What follows belongs to an exercise in optimizing a design on an open flow for small area; a production flow would make more cautious choices.
In this exercise RTL edits were held to simulation tests only and were not proved equivalent to the original.
No driver is modelled on the clock port, so clocking that relies on it looks cheaper here than on a real chip.
Power and IR drop assume default switching activity.

==> run X <==
Design top, start of the top module:
module top(
	input        sel,
	input        adj,
	input        rst,
	input        pause,
	input        clk,
	output [3:0] anode_vec,
	output [6:0] cathode_vec
    );
==> module debouncer, before the edit <==
module debouncer(
  input  clk,
  input  button,
  output bounce_state
  );
  reg sync_to_clk0;
  reg sync_to_clk1;
  reg debounce_temp;
  reg [8:0] counter;
  wire differ = debounce_temp ^ sync_to_clk1;
  wire last   = ((counter & 9'h0cf) == 9'h08a);
  always @ (posedge clk) begin
    sync_to_clk0 <= button;
    sync_to_clk1 <= sync_to_clk0;
    counter <= (differ & ~last) ? {~counter[7:0], counter[8] ^ counter[4]} : 9'h150;
    if (differ & last)
      debounce_temp <= sync_to_clk1;
  end
  assign bounce_state = debounce_temp;
endmodule
==> module clk_div, before the edit <==
module clk_div(
    input        sys_clk,
    input        rst,
    output       fast_rise,
    output       twohz_rise,
    output       onehz_rise,
    output       blink_clk,
    output [1:0] d
    );
    reg       g;
    reg [4:0] c;
    reg [1:0] d_r;
    reg       e;
    reg [2:0] q;
    wire c_end = c[4] & ~c[3] & ~c[1];
    wire step  = c_end & ~g;
    always @ (posedge sys_clk) begin
        g <= ~rst & ~g;
        c <= (rst | c_end) ? 5'b00000 : {~c[3:0], c[4] ^ c[1]};
        if (rst) begin
            d_r <= 2'b00;
            e <= 1'b0;
            q <= 3'b000;
        end
        else if (step) begin
            d_r <= {d_r[0], ~d_r[1]};
            if (d_r == 2'b10)
                e <= ~e;
            q <= {q[1:0], ~(q[2] | q[1])};
        end
    end
    wire q0    = ~q[2] & ~q[0];           
    wire mid   = c_end & g;               
    assign fast_rise  = step;
    assign twohz_rise = mid & q0 & (d_r == 2'b11);
    assign onehz_rise = mid & q0 & (d_r == 2'b00) & e;
    assign blink_clk  = d_r[0] ^ d_r[1] ^ q[0] ^ q[1];
    assign d = d_r;
endmodule
==> module counter, before the edit <==
module counter(
	input        clk,
	input        onehz_clk,
	input        twohz_clk,
	input        pause,
	input        rst,
	input        sel,
	input        adj,
	output [2:0] min_10s,
	output [3:0] min_1s,
	output [2:0] sec_10s,
	output [3:0] sec_1s
    );
	reg [2:0] m10;
	reg [3:0] m1;
	reg [2:0] s10;
	reg [3:0] s1;
	reg is_pause;
	reg pause_prev;
	wire tick;
	sel_adj adjust(.adj(adj), .onehz_clk(onehz_clk), .twohz_clk(twohz_clk), .which_clk(tick));
	always @ (posedge clk) begin
		pause_prev <= pause;
		if (rst)
			is_pause <= 1'b0;
		else if (pause && !pause_prev)
			is_pause <= ~is_pause;
	end
	wire run    = tick & ~is_pause;
	wire sec_en = run & (~adj | sel);
	wire s1_9  = s1[3] & s1[0];
	wire s10_5 = s10[2] & s10[0];
	wire m1_9  = m1[3] & m1[0];
	wire min_en = run & (adj ? ~sel : (s1_9 & s10_5));
	wire s10_en = sec_en & s1_9;
	wire m10_en = min_en & m1_9;
	wire [3:0] s1_t = {sec_en & s1[0] & (s1[3] | (s1[2] & s1[1])), sec_en & s1[0] & s1[1], sec_en & s1[0] & ~s1[3], sec_en};
	wire [2:0] s10_t = {s10_en & s10[0] & (s10[2] | s10[1]), s10_en & s10[0] & ~s10[2], s10_en};
	wire [3:0] m1_t = {min_en & m1[0] & (m1[3] | (m1[2] & m1[1])), min_en & m1[0] & m1[1], min_en & m1[0] & ~m1[3], min_en};
	wire [2:0] m10_t = {m10_en & m10[0] & (m10[2] | m10[1]), m10_en & m10[0] & ~m10[2], m10_en};
	always @ (posedge clk) begin
		s1  <= rst ? 4'd0 : s1 ^ s1_t;
		s10 <= rst ? 3'd0 : s10 ^ s10_t;
		m1  <= rst ? 4'd0 : m1 ^ m1_t;
		m10 <= rst ? 3'd0 : m10 ^ m10_t;
	end
	assign min_10s = m10;
	assign min_1s  = m1;
	assign sec_10s = s10;
	assign sec_1s  = s1;
endmodule
==> module final_display, before the edit <==
module final_display(
	input        clk,
	input        rst,
	input        fast_en,
	input        blink_clk,
	input        sel,
	input        adj,
	input  [1:0] d,
	input  [3:0] digit_value,
	output [6:0] cathode_vec,
	output [3:0] anode_vec
    );
	reg [3:0] code;
	wire blank = adj & (d[1] ~^ sel) & ~blink_clk;
	always @ (posedge clk) begin
		if (rst)
			code <= 4'he;
		else if (fast_en)
			code <= blank ? 4'hf : digit_value;
	end
	wire off = code[3] & code[2] & ~code[0];
	display seg_dec(.placeholder(code), .cathode_vec(cathode_vec));
	assign anode_vec[3] = off | (d != 2'b01);
	assign anode_vec[2] = off | (d != 2'b11);
	assign anode_vec[1] = off | (d != 2'b10);
	assign anode_vec[0] = off | (d != 2'b00);
endmodule
Settings: LEC_CHECK=0, CAP_MARGIN=20, CORE_MARGIN=2, CORE_UTILIZATION=40, SLEW_MARGIN=20; clock period 10.0 ns.
standard.sh (not shown) runs the stock make flow with config.mk's settings and CLKGATE_MAP_FILE= SYNTH_SCRIPT=/design/flow/synth_recipe.tcl, a recipe that flattens the netlist after the stock synthesis.
==> flow/flow/run.sh <==
#!/bin/bash
# Layout flow: the standard flow (standard.sh) with these changes:
#  - synthesis maps logic with an area-oriented ABC script (abc_area.script:
#    AIG optimisation with &deepsyn, then dch and amap) instead of ORFS's
#    speed script; everything else in
#    synthesis, including synth_recipe.tcl's flags, flattening and renaming, is
#    unchanged, so the registers are the standard synthesis's;
#  - synthesis skips ORFS's half/full adder extraction (ADDER_MAP_FILE empty):
#    the design has no adders, and the pass only turned XOR/AND pairs into
#    larger half-adder cells;
#  - port buffers are sky130_fd_sc_hd__buf_1;
#  - global placement is not timing-driven (GPL_TIMING_DRIVEN=0): timing has
#    ample slack, and the timing-driven pass only added a buffer;
#  - the clock tree is built by pre_cts.tcl (flip-flops grouped by position,
#    one clkbuf_4 per group of at most 10, one root clkbuf_4), so CTS finds
#    it already buffered; post_cts.tcl then upsizes any clock buffer whose
#    clock-pin slew estimate is high.
set -euo pipefail
HERE=$(pwd)
F=$HERE/flow

# ORFS's synth.tcl, with the ABC script replaced
sed "s#^source \$::env(SCRIPTS_DIR)/synth_preamble.tcl#&\nset abc_args [lreplace \$abc_args 1 1 $F/abc_area.script]#" \
  "$FLOW_HOME/scripts/synth.tcl" > "$HERE/synth_core.tcl"
sed "s#source \$::env(SCRIPTS_DIR)/synth.tcl#source $HERE/synth_core.tcl#" \
  synth_recipe.tcl > "$HERE/synth_area.tcl"
grep -q "abc_area.script" "$HERE/synth_core.tcl"
grep -q "synth_core.tcl" "$HERE/synth_area.tcl"

export BUFFER_PORTS_ARGS="-buffer_cell sky130_fd_sc_hd__buf_1"
export PRE_CTS_TCL="$F/pre_cts.tcl"
export POST_CTS_TCL="$F/post_cts.tcl"

bash standard.sh SYNTH_SCRIPT="$HERE/synth_area.tcl" ADDER_MAP_FILE= GPL_TIMING_DRIVEN=0 finish > "$HERE/flow.log" 2>&1
==> flow/flow/pre_cts.tcl <==
# Runs in ORFS's CTS step before clock_tree_synthesis. Builds a two-level
# clock tree by hand: the flip-flops are split into small groups by position
# (k-means), each group gets one clock buffer at its centre, and one root
# buffer at the centre of the groups drives the group buffers. Every register sees
# the same number of buffers on its clock path. clock_tree_synthesis then
# finds the net already buffered and leaves it alone.
set leaf_cell sky130_fd_sc_hd__clkbuf_4
set root_cell sky130_fd_sc_hd__clkbuf_4
set max_group 10
set block [ord::get_db_block]
set clk_net [$block findNet clk]
set pins {}
set xs {}
set ys {}
foreach it [$clk_net getITerms] {
  set inst [$it getInst]
  set loc [$inst getLocation]
  lappend pins "[$inst getName]/[[$it getMTerm] getName]"
  lappend xs [expr {[lindex $loc 0] / 1000.0}]
  lappend ys [expr {[lindex $loc 1] / 1000.0}]
}
set n [llength $pins]
set k [expr {($n + $max_group - 1) / $max_group}]
puts "clock tree: $n sinks in $k groups"
# k-means with a size cap: initial centres spread along the sorted x order
set order [lsort -real -indices $xs]
set cx {}
set cy {}
for {set c 0} {$c < $k} {incr c} {
  set i [lindex $order [expr {int(($c + 0.5) * $n / $k)}]]
  lappend cx [lindex $xs $i]
  lappend cy [lindex $ys $i]
}
for {set iter 0} {$iter < 30} {incr iter} {
  # assign each sink to its nearest centre that still has room, nearest pairs first
  set pairs {}
  for {set i 0} {$i < $n} {incr i} {
    for {set c 0} {$c < $k} {incr c} {
      set d [expr {abs([lindex $xs $i] - [lindex $cx $c]) + abs([lindex $ys $i] - [lindex $cy $c])}]
      lappend pairs [list $d $i $c]
    }
  }
  set pairs [lsort -real -index 0 $pairs]
  set assign [lrepeat $n -1]
  set size [lrepeat $k 0]
  foreach p $pairs {
    lassign $p d i c
    if {[lindex $assign $i] >= 0} { continue }
    if {[lindex $size $c] >= $max_group} { continue }
    lset assign $i $c
    lset size $c [expr {[lindex $size $c] + 1}]
  }
  set sx [lrepeat $k 0.0]
  set sy [lrepeat $k 0.0]
  for {set i 0} {$i < $n} {incr i} {
    set c [lindex $assign $i]
    lset sx $c [expr {[lindex $sx $c] + [lindex $xs $i]}]
    lset sy $c [expr {[lindex $sy $c] + [lindex $ys $i]}]
  }
  for {set c 0} {$c < $k} {incr c} {
    if {[lindex $size $c] > 0} {
      lset cx $c [expr {[lindex $sx $c] / [lindex $size $c]}]
      lset cy $c [expr {[lindex $sy $c] / [lindex $size $c]}]
    }
  }
}
for {set c 0} {$c < $k} {incr c} {
  set group {}
  for {set i 0} {$i < $n} {incr i} {
    if {[lindex $assign $i] == $c} { lappend group [get_pins [lindex $pins $i]] }
  }
  if {[llength $group] == 0} { continue }
  puts "clock group $c: [llength $group] sinks at ([format %.1f [lindex $cx $c]], [format %.1f [lindex $cy $c]])"
  insert_buffer -buffer_cell $leaf_cell -net clk -load_pins $group \
    -location [list [lindex $cx $c] [lindex $cy $c]] \
    -buffer_name clkbuf_leaf_$c -net_name clk_leaf_$c
}
set mx 0.0
set my 0.0
for {set c 0} {$c < $k} {incr c} {
  set mx [expr {$mx + [lindex $cx $c] / $k}]
  set my [expr {$my + [lindex $cy $c] / $k}]
}
insert_buffer -buffer_cell $root_cell -net clk -buffer_name clkbuf_root -net_name clk_root \
  -location [list $mx $my]
detailed_placement
Other scripts of this flow, unchanged in this note and not shown: flow/flow/abc_area.script, flow/flow/post_cts.tcl
==> run A (differences from run X) <==
--- a/flow/flow/run.sh
+++ b/flow/flow/run.sh
@@ -9,12 +9,8 @@
 #    the design has no adders, and the pass only turned XOR/AND pairs into
 #    larger half-adder cells;
 #  - port buffers are sky130_fd_sc_hd__buf_1;
-#  - global placement is not timing-driven (GPL_TIMING_DRIVEN=0): timing has
-#    ample slack, and the timing-driven pass only added a buffer;
-#  - the clock tree is built by pre_cts.tcl (flip-flops grouped by position,
-#    one clkbuf_4 per group of at most 10, one root clkbuf_4), so CTS finds
-#    it already buffered; post_cts.tcl then upsizes any clock buffer whose
-#    clock-pin slew estimate is high.
+#  - CTS builds its tree from clkbuf_4 without dummy loads; post_cts.tcl then
+#    upsizes any clock buffer whose clock-pin slew estimate is high.
 set -euo pipefail
 HERE=$(pwd)
 F=$HERE/flow
@@ -28,7 +24,7 @@
 grep -q "synth_core.tcl" "$HERE/synth_area.tcl"
 
 export BUFFER_PORTS_ARGS="-buffer_cell sky130_fd_sc_hd__buf_1"
-export PRE_CTS_TCL="$F/pre_cts.tcl"
+export CTS_ARGS="-sink_clustering_enable -repair_clock_nets -dont_use_dummy_load -buf_list sky130_fd_sc_hd__clkbuf_4 -root_buf sky130_fd_sc_hd__clkbuf_4"
 export POST_CTS_TCL="$F/post_cts.tcl"
 
-bash standard.sh SYNTH_SCRIPT="$HERE/synth_area.tcl" ADDER_MAP_FILE= GPL_TIMING_DRIVEN=0 finish > "$HERE/flow.log" 2>&1
+bash standard.sh SYNTH_SCRIPT="$HERE/synth_area.tcl" ADDER_MAP_FILE= finish > "$HERE/flow.log" 2>&1
removed: flow/flow/pre_cts.tcl
==> run G (differences from run X) <==
--- a/flow/design.v
+++ b/flow/design.v
@@ -4,20 +4,25 @@
   input  button,
   output bounce_state
   );
-  reg sync_to_clk0;
-  reg sync_to_clk1;
-  reg debounce_temp;
+  reg       sync_to_clk0;
+  reg       sync_to_clk1;
+  reg       debounce_temp;
   reg [8:0] counter;
-  wire differ = debounce_temp ^ sync_to_clk1;
-  wire last   = ((counter & 9'h0cf) == 9'h08a);
+  wire       s0     = sync_to_clk0 ^ 1'b0;
+  wire       s1     = sync_to_clk1 ^ 1'b0;
+  wire       state  = debounce_temp ^ 1'b0;
+  wire [8:0] x      = counter ^ 9'haa;
+  wire differ = state ^ s1;
+  wire last   = ~|(x & 9'h0cf);
+  wire [8:0] x_next = (differ & ~last) ? {x[7:0], x[8] ^ x[4]} : 9'h1fa;
   always @ (posedge clk) begin
-    sync_to_clk0 <= button;
-    sync_to_clk1 <= sync_to_clk0;
-    counter <= (differ & ~last) ? {~counter[7:0], counter[8] ^ counter[4]} : 9'h150;
-    if (differ & last)
-      debounce_temp <= sync_to_clk1;
+    sync_to_clk0 <= button ^ 1'b0;
+    sync_to_clk1 <= s0 ^ 1'b0;
+    counter <= x_next ^ 9'haa;
+    if (last)
+      debounce_temp <= s1 ^ 1'b0;
   end
-  assign bounce_state = debounce_temp;
+  assign bounce_state = state;
 endmodule
 `timescale 1ns / 1ps
 module clk_div(
@@ -29,35 +34,40 @@
     output       blink_clk,
     output [1:0] d
     );
-    reg       g;
-    reg [4:0] c;
+    reg       g_r;
+    reg [4:0] c_r;
     reg [1:0] d_r;
-    reg       e;
-    reg [2:0] q;
-    wire c_end = c[4] & ~c[3] & ~c[1];
+    reg       e_r;
+    reg [2:0] q_r;
+    wire       g  = g_r ^ 1'b1;
+    wire [4:0] c  = c_r ^ 5'ha;
+    wire [1:0] dd = d_r ^ 2'h1;
+    wire       e  = e_r ^ 1'b0;
+    wire [2:0] q  = q_r ^ 3'h0;
+    wire c_end = c[4] & c[3] & c[1];
     wire step  = c_end & ~g;
     always @ (posedge sys_clk) begin
-        g <= ~rst & ~g;
-        c <= (rst | c_end) ? 5'b00000 : {~c[3:0], c[4] ^ c[1]};
+        g_r <= (~rst & ~g) ^ 1'b1;
+        c_r <= ((rst | c_end) ? 5'b01010 : {c[3:0], ~(c[4] ^ c[1])}) ^ 5'ha;
         if (rst) begin
-            d_r <= 2'b00;
-            e <= 1'b0;
-            q <= 3'b000;
+            d_r <= 2'b00 ^ 2'h1;
+            e_r <= 1'b0 ^ 1'b0;
+            q_r <= 3'b000 ^ 3'h0;
         end
         else if (step) begin
-            d_r <= {d_r[0], ~d_r[1]};
-            if (d_r == 2'b10)
-                e <= ~e;
-            q <= {q[1:0], ~(q[2] | q[1])};
+            d_r <= {dd[0], ~dd[1]} ^ 2'h1;
+            if (dd == 2'b10)
+                e_r <= ~e ^ 1'b0;
+            q_r <= {q[1:0], ~(q[2] | q[1])} ^ 3'h0;
         end
     end
     wire q0    = ~q[2] & ~q[0];           
     wire mid   = c_end & g;               
     assign fast_rise  = step;
-    assign twohz_rise = mid & q0 & (d_r == 2'b11);
-    assign onehz_rise = mid & q0 & (d_r == 2'b00) & e;
-    assign blink_clk  = d_r[0] ^ d_r[1] ^ q[0] ^ q[1];
-    assign d = d_r;
+    assign twohz_rise = mid & q0 & (dd == 2'b11);
+    assign onehz_rise = mid & q0 & (dd == 2'b00) & e;
+    assign blink_clk  = dd[0] ^ dd[1] ^ q[0] ^ q[1];
+    assign d = dd;
 endmodule
 `timescale 1ns / 1ps
 module sel_adj(
@@ -82,21 +92,20 @@
 	output [2:0] sec_10s,
 	output [3:0] sec_1s
     );
-	reg [2:0] m10;
-	reg [3:0] m1;
-	reg [2:0] s10;
-	reg [3:0] s1;
-	reg is_pause;
-	reg pause_prev;
+	reg [2:0] m10_r;
+	reg [3:0] m1_r;
+	reg [2:0] s10_r;
+	reg [3:0] s1_r;
+	reg is_pause_r;
+	reg pause_prev_r;
 	wire tick;
 	sel_adj adjust(.adj(adj), .onehz_clk(onehz_clk), .twohz_clk(twohz_clk), .which_clk(tick));
-	always @ (posedge clk) begin
-		pause_prev <= pause;
-		if (rst)
-			is_pause <= 1'b0;
-		else if (pause && !pause_prev)
-			is_pause <= ~is_pause;
-	end
+	wire [2:0] m10 = m10_r ^ 3'h0;
+	wire [3:0] m1  = m1_r ^ 4'h0;
+	wire [2:0] s10 = s10_r ^ 3'h0;
+	wire [3:0] s1  = s1_r ^ 4'h0;
+	wire is_pause   = is_pause_r ^ 1'b0;
+	wire pause_prev = pause_prev_r ^ 1'b0;
 	wire run    = tick & ~is_pause;
 	wire sec_en = run & (~adj | sel);
 	wire s1_9  = s1[3] & s1[0];
@@ -110,10 +119,15 @@
 	wire [3:0] m1_t = {min_en & m1[0] & (m1[3] | (m1[2] & m1[1])), min_en & m1[0] & m1[1], min_en & m1[0] & ~m1[3], min_en};
 	wire [2:0] m10_t = {m10_en & m10[0] & (m10[2] | m10[1]), m10_en & m10[0] & ~m10[2], m10_en};
 	always @ (posedge clk) begin
-		s1  <= rst ? 4'd0 : s1 ^ s1_t;
-		s10 <= rst ? 3'd0 : s10 ^ s10_t;
-		m1  <= rst ? 4'd0 : m1 ^ m1_t;
-		m10 <= rst ? 3'd0 : m10 ^ m10_t;
+		pause_prev_r <= pause ^ 1'b0;
+		if (rst)
+			is_pause_r <= 1'b0 ^ 1'b0;
+		else if (pause && !pause_prev)
+			is_pause_r <= ~is_pause ^ 1'b0;
+		s1_r  <= (rst ? 4'd0 : s1 ^ s1_t) ^ 4'h0;
+		s10_r <= (rst ? 3'd0 : s10 ^ s10_t) ^ 3'h0;
+		m1_r  <= (rst ? 4'd0 : m1 ^ m1_t) ^ 4'h0;
+		m10_r <= (rst ? 3'd0 : m10 ^ m10_t) ^ 3'h0;
 	end
 	assign min_10s = m10;
 	assign min_1s  = m1;
@@ -166,13 +180,14 @@
 	output [6:0] cathode_vec,
 	output [3:0] anode_vec
     );
-	reg [3:0] code;
+	reg [3:0] code_r;
+	wire [3:0] code = code_r ^ 4'h1;
 	wire blank = adj & (d[1] ~^ sel) & ~blink_clk;
 	always @ (posedge clk) begin
 		if (rst)
-			code <= 4'he;
+			code_r <= 4'he ^ 4'h1;
 		else if (fast_en)
-			code <= blank ? 4'hf : digit_value;
+			code_r <= (blank ? 4'hf : digit_value) ^ 4'h1;
 	end
 	wire off = code[3] & code[2] & ~code[0];
 	display seg_dec(.placeholder(code), .cathode_vec(cathode_vec));
==> qor summary <==
metric                                                                        run X                     run G                     run A
Most frequent cell on the critical path                                           -  sky130_fd_sc_hd__nand2_1  sky130_fd_sc_hd__nand2_1
Part of the total power dissipated in combinational logic                     0.010                     0.012                     0.010
Worst slew margin                                                             0.342                     0.594                     0.384
Highest cell delay on the worst timing path                                  470 ps                    420 ps                    370 ps
Sw Ratio                                                                      0.205                     0.213                     0.201
Number of cells produced by synthesis                                           284                       274                       284
Detail Placement HPWL                                                       3.15 mm                   3.01 mm                   3.14 mm
Outcome                                                     complete, no violations   complete, no violations   complete, no violations
Mean cell area of the mapped netlist                                       9.29 µm²                  9.49 µm²                  9.29 µm²
Fraction of the mapped netlist area in compound gates                         0.149                     0.139                     0.149
Share of the yosys chip area belonging to registers                           0.622                     0.631                     0.622
Final design instance area without fill                                 0.00286 mm²               0.00283 mm²               0.00288 mm²
Worst min-delay path endpoint                              adj_db_func.sync_to_clk1  rst_db_func.sync_to_clk1  sel_db_func.sync_to_clk1
Detailed-route via count                                                      1,915                     1,842                     1,951
Arr. time, crit path                                                        1730 ps                   1820 ps                   1620 ps
Fillers                                                                         622                       618                       598
Post-route non-filler standard cell count                                       385                       375                       385
Timing endpoint of the critical path                                   anode_vec[3]            cathode_vec[2]            cathode_vec[2]
NumNets Final                                                                   315                       305                       315

re-timing with driven ports:
The flow's constraints put no driver on any port. The routed layouts listed below were extracted and timed again, unchanged, in two steps. Step 1 assumes that a clkbuf_16 drives the clock port and a buf_2 every other input. Step 2 adds t to the input delays and takes it off the output delays; t is the mean of the earliest and latest rising clock arrival at the registers after step 1. Input paths then give back, and output paths get back, about the clock's delay inside the block. a / b / c = ideal / step 1 / step 2; a / b = the first two.
run	shift t [ns]	setup slack, ns	worst hold slack (ns)	slew at the worst register clock pin (ns)
run X	0.430	6.270 / 6.244 / 6.674	0.330 / 0.330 / 0.330	0.11 / 0.11
run A	0.358	6.378 / 6.351 / 6.710	0.330 / 0.330 / 0.330	0.10 / 0.10
run G	0.441	6.176 / 6.148 / 6.589	0.320 / 0.320 / 0.320	0.11 / 0.11
After both steps setup and hold are still met in every run listed.
